What follows belongs to an exercise in optimizing a design on an open flow for small area and a short achievable clock period; a production flow would make more cautious choices. Function was checked by simulation only, so behaviour that the tests miss may differ from the original.

// Layer_Decoder
module Layer_Decoder (
    input  logic         clk,
    input  logic         rst_n,
    input logic uLD_en_i,  
    input  logic [5:0]   layer_id_i,
    input  logic [1:0]   layer_type_i,      
    input  logic [7:0]   in_R_i, in_C_i,    
    input  logic [10:0]   in_D_i, out_K_i,   
    input  logic [1:0]   stride_i,          
    input  logic [1:0]   pad_T_i, pad_B_i, pad_L_i, pad_R_i,
    input  logic [31:0]  base_ifmap_i,
    input  logic [31:0]  base_weight_i,
    input  logic [31:0]  base_bias_i,
    input  logic [31:0]  base_ofmap_i,
    input  logic [3:0]   flags_i,          
    input  logic [7:0]   quant_scale_i,    
    output logic [5:0]   layer_id_o,
    output logic [1:0]   layer_type_o,
    output logic [7:0]   padded_R_o, padded_C_o,
    output logic [10:0]   in_D_o, out_K_o,
    output logic [1:0]   stride_o,
    output logic [1:0]   pad_T_o, pad_B_o, pad_L_o, pad_R_o,
    output logic [1:0]   kH_o, kW_o,  
    output logic [31:0]  base_ifmap_o,
    output logic [31:0]  base_weight_o,
    output logic [31:0]  base_bias_o,
    output logic [31:0]  base_ofmap_o,
    output logic [3:0]   flags_o,
    output logic [5:0]   quant_scale_o,
    output logic [31:0]  tile_n_o,
    output logic [7:0]   tile_D_o,
    output logic [7:0]   tile_K_o,
    output logic [7:0]   tile_D_f_o,
    output logic [7:0]   tile_K_f_o,
    output logic [7:0]   in_R_o,
    output logic [7:0]   in_C_o,
    output logic [7:0]   out_R_o,
    output logic [7:0]   out_C_o
);
For scale: ~2100 cells after synthesis, ~230 flip-flops, about 490 I/O pins.
Settings: LEC_CHECK=0, ABC_AREA=1, CAP_MARGIN=20, CORE_MARGIN=2, CORE_UTILIZATION=70, CTS_BUF_LIST=sky130_fd_sc_hd__clkbuf_4 sky130_fd_sc_hd__clkbuf_8, SLEW_MARGIN=20; clock period 200.0 ns.
standard.sh (not shown) runs the stock make flow with config.mk's settings and CLKGATE_MAP_FILE= SYNTH_SCRIPT=/design/flow/synth_recipe.tcl, a recipe that flattens the netlist after the stock synthesis.
==> flow/flow/run.sh <==
#!/bin/bash
# The standard layout (the standard.sh, ORFS synthesis to final), with one
# change: the buffer that global placement puts on every input and output port
# is sky130_fd_sc_hd__buf_1 instead of the cell buffer_ports picks by default.
# make's full output goes to standard.log here; ORFS keeps each step's log
# under orfs/logs.
set -euo pipefail
cd "$(dirname "$0")/.."
bash standard.sh "BUFFER_PORTS_ARGS=-buffer_cell sky130_fd_sc_hd__buf_1" finish > standard.log 2>&1
Change:
- CORE_UTILIZATION: 70 -> 60
- CTS_BUF_LIST: sky130_fd_sc_hd__clkbuf_4 sky130_fd_sc_hd__clkbuf_8 -> default
Result: The new run produced a clean layout. Wire length drops by 1.3%. Critical path depth stays the same. Clock-buffer cell count drops by 19. Cell area climbs by 1.2%. Core utilization drops by 11 points.


## build 12
Layer_Decoder, a different RTL version from the one above (not shown whole).
For scale: about 2000 cells after synthesis, about 230 flip-flops, roughly 490 I/O pins, roughly 15000 µm² of cells after synthesis.
==> flow/config.mk <==
export PLATFORM = sky130hd
export DESIGN_NAME = Layer_Decoder
export DESIGN_NICKNAME = Layer_Decoder
export VERILOG_FILES = /design/flow/design.v
export SDC_FILE = /design/flow/constraint.sdc
export NUM_CORES = 4
export LEC_CHECK = 0
export ABC_AREA = 1
export CAP_MARGIN = 20
export CORE_MARGIN = 2
export CORE_UTILIZATION = 70
export CTS_BUF_LIST = sky130_fd_sc_hd__clkbuf_8 sky130_fd_sc_hd__clkbuf_16
export CTS_CLUSTER_DIAMETER = 100
export CTS_CLUSTER_SIZE = 30
export SLEW_MARGIN = 20
==> flow/constraint.sdc <==
create_clock -name core_clock -period 200.0 [get_ports {clk}]
set_input_delay 40.0000 -clock core_clock [delete_from_list [all_inputs] [get_ports {clk}]]
set_output_delay 40.0000 -clock core_clock [all_outputs]
set_load 0.01 [all_outputs]
Scripts as last shown in full above: flow/flow/run.sh
Build 12 | status: complete | timing, DRC, antenna: pass
> inputs changed (build 12 -> build 42)
# build 12
export LEC_CHECK = 0
export ABC_AREA = 1
export CAP_MARGIN = 20
export CORE_MARGIN = 2
export CORE_UTILIZATION = 70
export CTS_BUF_LIST = sky130_fd_sc_hd__clkbuf_8 sky130_fd_sc_hd__clkbuf_16
export CTS_CLUSTER_DIAMETER = 100
export CTS_CLUSTER_SIZE = 30
export SLEW_MARGIN = 20
create_clock -name core_clock -period 200.0 [get_ports {clk}]
# build 42
export LEC_CHECK = 0
export ABC_AREA = 1
export CAP_MARGIN = 20
export CORE_MARGIN = 2
export CORE_UTILIZATION = 70
export CTS_BUF_LIST = sky130_fd_sc_hd__clkbuf_8 sky130_fd_sc_hd__clkbuf_16
export CTS_CLUSTER_DIAMETER = 80
export CTS_CLUSTER_SIZE = 24
export SLEW_MARGIN = 20
create_clock -name core_clock -period 200.0 [get_ports {clk}]
==> comparison <==
Build 42 vs build 12: endpoint arrival time on the critical path up. Build 42 vs. build 12: amount of wire on met2 after detailed routing went up by 150 µm. The register-to-register slack on build 12 is in line with that on build 42. | met3 global-route usage | higher: build 42 |. Build 12 was smaller in final cell area than build 42. Build 12 -> build 42: area fraction in compound gates after synthesis delta 0, exact match.
diff inputs: build 42 => build 14
# build 42
export LEC_CHECK = 0
export ABC_AREA = 1
export CAP_MARGIN = 20
export CORE_MARGIN = 2
export CORE_UTILIZATION = 70
export CTS_BUF_LIST = sky130_fd_sc_hd__clkbuf_8 sky130_fd_sc_hd__clkbuf_16
export CTS_CLUSTER_DIAMETER = 80
export CTS_CLUSTER_SIZE = 24
export SLEW_MARGIN = 20
create_clock -name core_clock -period 200.0 [get_ports {clk}]
# build 14
export LEC_CHECK = 0
export ABC_AREA = 1
export CAP_MARGIN = 20
export CORE_MARGIN = 2
export CORE_UTILIZATION = 70
export SLEW_MARGIN = 20
create_clock -name core_clock -period 200.0 [get_ports {clk}]
==> flow/flow/run.sh <==
#!/bin/bash
# The standard layout (the standard.sh, ORFS synthesis to final), with two
# changes to how the layout is made:
#  - the buffer that global placement puts on every input and output port is
#    sky130_fd_sc_hd__buf_1 instead of the cell buffer_ports picks by default;
set -euo pipefail
cd "$(dirname "$0")/.."
bash standard.sh "BUFFER_PORTS_ARGS=-buffer_cell sky130_fd_sc_hd__buf_1" \
    "SETUP_SLACK_MARGIN=152" finish > standard.log 2>&1
--- outcome ---
- Build 14 did not make it past global routing, where a tool error ended it.
- Build 42 closes out successfully: all stages finished, all timing, DRC and antenna checks passed.
- Async set-or-reset flop fraction in the synthesized netlist: build 14 vs build 42, no meaningful difference
- Diff build 42..build 14 | post-synthesis sequential area ratio | unchanged
- Compared with build 42, in build 14 total clock buffers created by CTS +11, number of buffers inserted by post-CTS setup repair +94, total placed instance area +0.51%.
- Detailed placer's ending HPWL on build 14 is behind build 42.
- Compared with build 42, build 14 shows post-cts resize count higher by 109.
Input-level comparison between build 47 and build 14:
# build 14
export LEC_CHECK = 0
export ABC_AREA = 1
export CAP_MARGIN = 20
export CORE_MARGIN = 2
export CORE_UTILIZATION = 70
export SLEW_MARGIN = 20
create_clock -name core_clock -period 200.0 [get_ports {clk}]
# build 47
export LEC_CHECK = 0
export ABC_AREA = 1
export CAP_MARGIN = 20
export CORE_MARGIN = 2
export CORE_UTILIZATION = 75
export CTS_BUF_LIST = sky130_fd_sc_hd__clkbuf_8 sky130_fd_sc_hd__clkbuf_16
export CTS_CLUSTER_DIAMETER = 80
export CTS_CLUSTER_SIZE = 24
export SLEW_MARGIN = 20
create_clock -name core_clock -period 200.0 [get_ports {clk}]
==> flow/flow/run.sh <==
#!/bin/bash
# The standard layout (the standard.sh, ORFS synthesis to final), with one
# change: the buffer that global placement puts on every input and output port
# is sky130_fd_sc_hd__buf_1 instead of the cell buffer_ports picks by default.
# make's full output goes to standard.log here; ORFS keeps each step's log
# under orfs/logs.
set -euo pipefail
cd "$(dirname "$0")/.."
bash standard.sh "BUFFER_PORTS_ARGS=-buffer_cell sky130_fd_sc_hd__buf_1" finish > standard.log 2>&1
### Flow results
Build 47 finished all stages; the layout is clean. Reported for build 47 and build 14, count of flip-flops with a built-in enable after synthesis turned out identical to the last digit. Lower die boundary width was reported by build 47, not build 14. Against build 14, worst-case setup slack after placement in build 47 came out worse. Changes observed in build 47 relative to build 14: number of core rows shows a reduction of about 2%, number of gates resized after cts now smaller, weighted congestion at the end of routability-driven global placement moved up. Between build 47 and build 14, the number of instances in the placed design does not differ in any meaningful way. Placed instance area: build 47 vs build 14 down 0.64%.

==> static timing again, ports no longer ideal <==
Ports are ideal in the flow. The routed layouts listed here were re-timed in OpenROAD. Step 1 sets driving cells, clkbuf_16 on the clock port and buf_2 on the other inputs (assumed; they add their load-dependent delay and slew). Step 2 moves the port delays by t, midway between the first and last clock arrival at a register: inputs arrive t later, outputs are due t later. That takes back most of the time a late clock gives input paths. a / b / c = ideal ports / drivers / drivers and shift; a / b = the first two.
| run | t, ns | slack for setup (ns) | hold slack, ns | worst setup path at the end | latest minus earliest clock arrival (ns) |
|---|---|---|---|---|---|
| the first run of note 1 | 0.575 | 148.907 / 148.865 / 148.843 | 0.467 / 0.467 / 0.467 | input to register | 0.054 / 0.055 |
| the second run of note 1 | 0.575 | 149.139 / 149.093 / 148.948 | 0.468 / 0.468 / 0.468 | input to register | 0.009 / 0.009 |
| build 12 | 0.528 | 149.837 / 149.786 / 149.501 | 0.480 / 0.480 / 0.480 | input to register | 0.020 / 0.021 |
| build 42 | 0.533 | 149.765 / 149.716 / 149.467 | 0.477 / 0.477 / 0.477 | input to register | 0.026 / 0.026 |
| build 47 | 0.530 | 149.410 / 149.358 / 149.494 | 0.477 / 0.477 / 0.477 | input to register | 0.018 / 0.017 |
After both steps every run listed still meets setup and hold. The setup slack of build 12, which loses most, moves by -0.051 ns with the drivers and by -0.336 ns with both steps.
